Context: an optimization exercise on an open-source flow, tuned for small area, a short achievable clock period and few clock cycles. The choices shown serve that exercise and are no tape-out recipe. At most, simulation tests tie the RTL to the original design; equivalence was not proved.

## M2
module M2 (
	input  logic        Clock_50,
	input  logic        Resetn,
	input  logic [15:0] SRAM_read_data,
	input  logic        M2_start,
	output logic        SRAM_we_n,
	output logic        M2_done,
	output logic [15:0] SRAM_write_data,
	output logic [17:0] SRAM_address
);
Size: about 12000 cells after synthesis, about 2900 flip-flops, roughly 150000 um2 of cells after synthesis.
Settings: LEC_CHECK=0, CAP_MARGIN=20, CORE_MARGIN=2, CORE_UTILIZATION=40, SLEW_MARGIN=20, SYNTH_MEMORY_MAX_BITS=4096; clock period 12.0 ns.
standard.sh (not shown) runs the stock make flow with config.mk's settings and CLKGATE_MAP_FILE= SYNTH_SCRIPT=/design/flow/synth_recipe.tcl, a recipe that flattens the netlist after the stock synthesis.
==> flow/flow/run.sh <==
#!/bin/bash
# The standard layout, with timing repair aiming at 8 ns of setup slack
# instead of 0.  The clock period and constraints are the standard flow's.
set -euo pipefail
bash standard.sh SETUP_SLACK_MARGIN=8 finish > standard.log 2>&1
Then changed:
==> flow/flow/run.sh (replaced) <==
#!/bin/bash
# The standard layout, with timing repair aiming at 8.5 ns of setup slack
# instead of 0.  The clock period and constraints are the standard flow's.
set -euo pipefail
bash standard.sh SETUP_SLACK_MARGIN=8.5 finish > standard.log 2>&1
The new run passed the timing, design-rule and antenna checks; non-clock buffer count grows by 259; final area grows by a few percent; core utilization grows by 1.8 points; synthesized area is unchanged.
No run of this note included a check of the RTL's function; only the layout flow was run.

========
Another version of the RTL of M2 (not shown whole).
Size in the first run: ~11000 cells after synthesis, roughly 150000 um2 of cells after synthesis.
Settings: LEC_CHECK=0, CAP_MARGIN=20, CORE_MARGIN=2, CORE_UTILIZATION=40, CTS_CLUSTER_DIAMETER=60, CTS_CLUSTER_SIZE=35, SLEW_MARGIN=20, SYNTH_MEMORY_MAX_BITS=4096; clock period 12.0 ns.
==> flow/flow/run.sh <==
#!/bin/bash
# The standard layout, with timing repair aiming at 8 ns of setup slack
# instead of 0.  The clock period and constraints are the standard flow's.
set -euo pipefail
bash standard.sh SETUP_SLACK_MARGIN=8 finish > standard.log 2>&1
Edit:
--- a/flow/config.mk
+++ b/flow/config.mk
@@ -11,2 +11,2 @@
-export CTS_CLUSTER_DIAMETER = 60
-export CTS_CLUSTER_SIZE = 35
+export CTS_CLUSTER_DIAMETER = 70
+export CTS_CLUSTER_SIZE = 30
After rerunning: Routed wire length drops by about 0.5%; fmax decreases by 0.85%; global-route usage barely changes.
Function was not checked in any run of this note: the RTL went through the layout flow alone.

========
Another version of the RTL of M2 (not shown whole).
Size in the first run: ~11000 cells after synthesis, roughly 2900 flip-flops, roughly 140000 um2 of cells after synthesis.
// M2
module M2 (
	input  logic        Clock_50,
	input  logic        Resetn,
	input  logic [15:0] SRAM_read_data,
	input  logic        M2_start,
	output logic        SRAM_we_n,
	output logic        M2_done,
	output logic [15:0] SRAM_write_data,
	output logic [17:0] SRAM_address
);
export LEC_CHECK = 0
export CAP_MARGIN = 20
export CORE_MARGIN = 2
export CORE_UTILIZATION = 40
export CTS_CLUSTER_DIAMETER = 70
export CTS_CLUSTER_SIZE = 30
export SLEW_MARGIN = 20
export SYNTH_MEMORY_MAX_BITS = 4096
create_clock -name core_clock -period 12.0 [get_ports {Clock_50}]
==> flow/flow/run.sh <==
#!/bin/bash
# The standard layout, with timing repair aiming at 8.2 ns of setup slack
# instead of 0.  The clock period and constraints are the standard flow's.
set -euo pipefail
bash standard.sh SETUP_SLACK_MARGIN=8.2 finish > standard.log 2>&1
The first run passed the timing, design-rule and antenna checks.
Testbench counts at the start, summed over its fixed seeds: cycles 1,383,204.
Edit:
CORE_UTILIZATION = 50   (was 40)
Result: Register-to-register slack is better by 30 ps; first-iteration DRC count drops by 3.5%; sequential cell count does not change.
Edit:
==> flow/flow/run.sh (replaced) <==
#!/bin/bash
# The standard layout, with timing repair aiming at 8.1 ns of setup slack
# instead of 0.  The clock period and constraints are the standard flow's.
set -euo pipefail
bash standard.sh SETUP_SLACK_MARGIN=8.1 finish > standard.log 2>&1
CORE_UTILIZATION = 40   (was 50)
Final cell count goes up by 6.8%. Wire length goes down by 1.9%. Core utilization falls by 11 points. Clock skew increases by 33 ps. Maximum frequency grows by 0.91%.
Edit:
PLACE_DENSITY_LB_ADDON = 0.2   (was unset)
Result: The new run ran to the end with no violations; hold slack gets better by 3.8 ps; via count is higher by 0.50%; cell area is higher by 0.63%; fmax is about the same; utilization is higher by 0.28 points; cell count is higher by 0.30%; setup slack gets better by 6.8 ps; routed wire length is higher by 4.4%.
Edit:
==> flow/flow/run.sh (replaced) <==
#!/bin/bash
# The standard layout, with timing repair aiming at 8.2 ns of setup slack
# instead of 0.  The clock period and constraints are the standard flow's.
set -euo pipefail
bash standard.sh SETUP_SLACK_MARGIN=8.2 finish > standard.log 2>&1
CTS_CLUSTER_DIAMETER = 50   (was 70)
CTS_CLUSTER_SIZE = 20   (was 30)
PLACE_DENSITY_LB_ADDON = unset   (was 0.2)
What happened: Utilization increases by 1.5 points; clock-buffer cell count increases by 185; worst setup slack got worse by 41 ps; critical path depth stays the same; hold slack got worse by 12 ps; die area does not change; design area rose by 3.5%; cell count climbs by 2.0%; routed wire length goes down by 2.6%; global-route usage fell by 0.62 points; non-clock buffer count rises by 16.

========
Another version of the RTL of M2 (not shown whole).
Size: roughly 15,000 cells after synthesis, about 55 I/O pins, about 170,000 µm² of cells after synthesis.
Settings: LEC_CHECK=0, ABC_CLOCK_PERIOD_IN_PS=4000, CAP_MARGIN=20, CORE_MARGIN=2, CORE_UTILIZATION=40, SETUP_SLACK_MARGIN=5, SLEW_MARGIN=20, SYNTH_MEMORY_MAX_BITS=4096; clock period 12.0 ns.
run.sh (not shown) runs the stock make flow with config.mk's settings and CLKGATE_MAP_FILE= SYNTH_SCRIPT=/design/flow/synth_recipe.tcl, a recipe that flattens the netlist after the stock synthesis.
Stock flow here: none of the scripts above is used.
Edit:
- ABC_CLOCK_PERIOD_IN_PS: 4000 -> default
- SETUP_SLACK_MARGIN: 5 -> default
Utilization is unchanged.
Maximum frequency is unchanged.
Via count stays the same.
Design area is unchanged.
Synthesized cell count is unchanged.
First-iteration DRC count stays the same.
Critical path depth is unchanged.
Sequential share of layout area is unchanged.
Clock skew does not change.
Clock-buffer cell count does not change.
Function was not checked in any run of this note: the RTL went through the layout flow alone.

[re-timing with driven ports]
The flow's constraints put no driver on any port. The routed layouts listed below were extracted and timed again, unchanged, in two steps.
Step 1 assumes that a clkbuf_16 drives the clock port and a buf_2 every other input.
Step 2 also shifts input and output timing later by t, the mid clock arrival at the registers, as if the neighbouring blocks saw the same clock.
a / b / c = no drivers / after step 1 / after step 2; a / b = the first two.
run | t (ns) | slack for setup (ns) | clock arrival spread, ns | worst register clock-pin slew, ns | cell pins on the clock port's net
the first run of note 1 | 1.014 | 7.795 / 7.795 / 7.795 | 0.096 / 0.095 | 0.07 / 0.07 | 1
the second run of note 1 | 1.018 | 7.806 / 7.806 / 7.806 | 0.134 / 0.133 | 0.07 / 0.07 | 1
the first run of note 2 | 1.019 | 8.057 / 7.953 / 8.092 | 0.058 / 0.058 | 0.10 / 0.10 | 1
the second run of note 2 | 1.030 | 8.024 / 7.927 / 8.024 | 0.068 / 0.067 | 0.11 / 0.11 | 1
the first run of note 3 | 1.005 | 8.048 / 7.947 / 8.090 | 0.078 / 0.078 | 0.11 / 0.11 | 1
the second run of note 3 | 0.973 | 8.059 / 7.966 / 7.955 | 0.075 / 0.075 | 0.12 / 0.12 | 1
the third run of note 3 | 0.995 | 8.094 / 7.989 / 8.089 | 0.095 / 0.095 | 0.12 / 0.12 | 1
the fourth run of note 3 | 1.015 | 8.101 / 7.999 / 8.130 | 0.087 / 0.087 | 0.11 / 0.11 | 1
the fifth run of note 3 | 1.038 | 8.060 / 7.958 / 8.131 | 0.077 / 0.077 | 0.08 / 0.08 | 1
the first run of note 4 | 1.061 | 5.598 / 5.598 / 5.598 | 0.090 / 0.090 | 0.08 / 0.08 | 1
the second run of note 4 | 1.061 | 5.598 / 5.598 / 5.598 | 0.090 / 0.090 | 0.08 / 0.08 | 1
After both steps setup and hold are still met in every run listed. The setup slack of the second run of note 3, which loses most, moves by -0.093 ns with the drivers and by -0.104 ns with both steps. The worst setup slack also covers recovery checks on asynchronous resets.
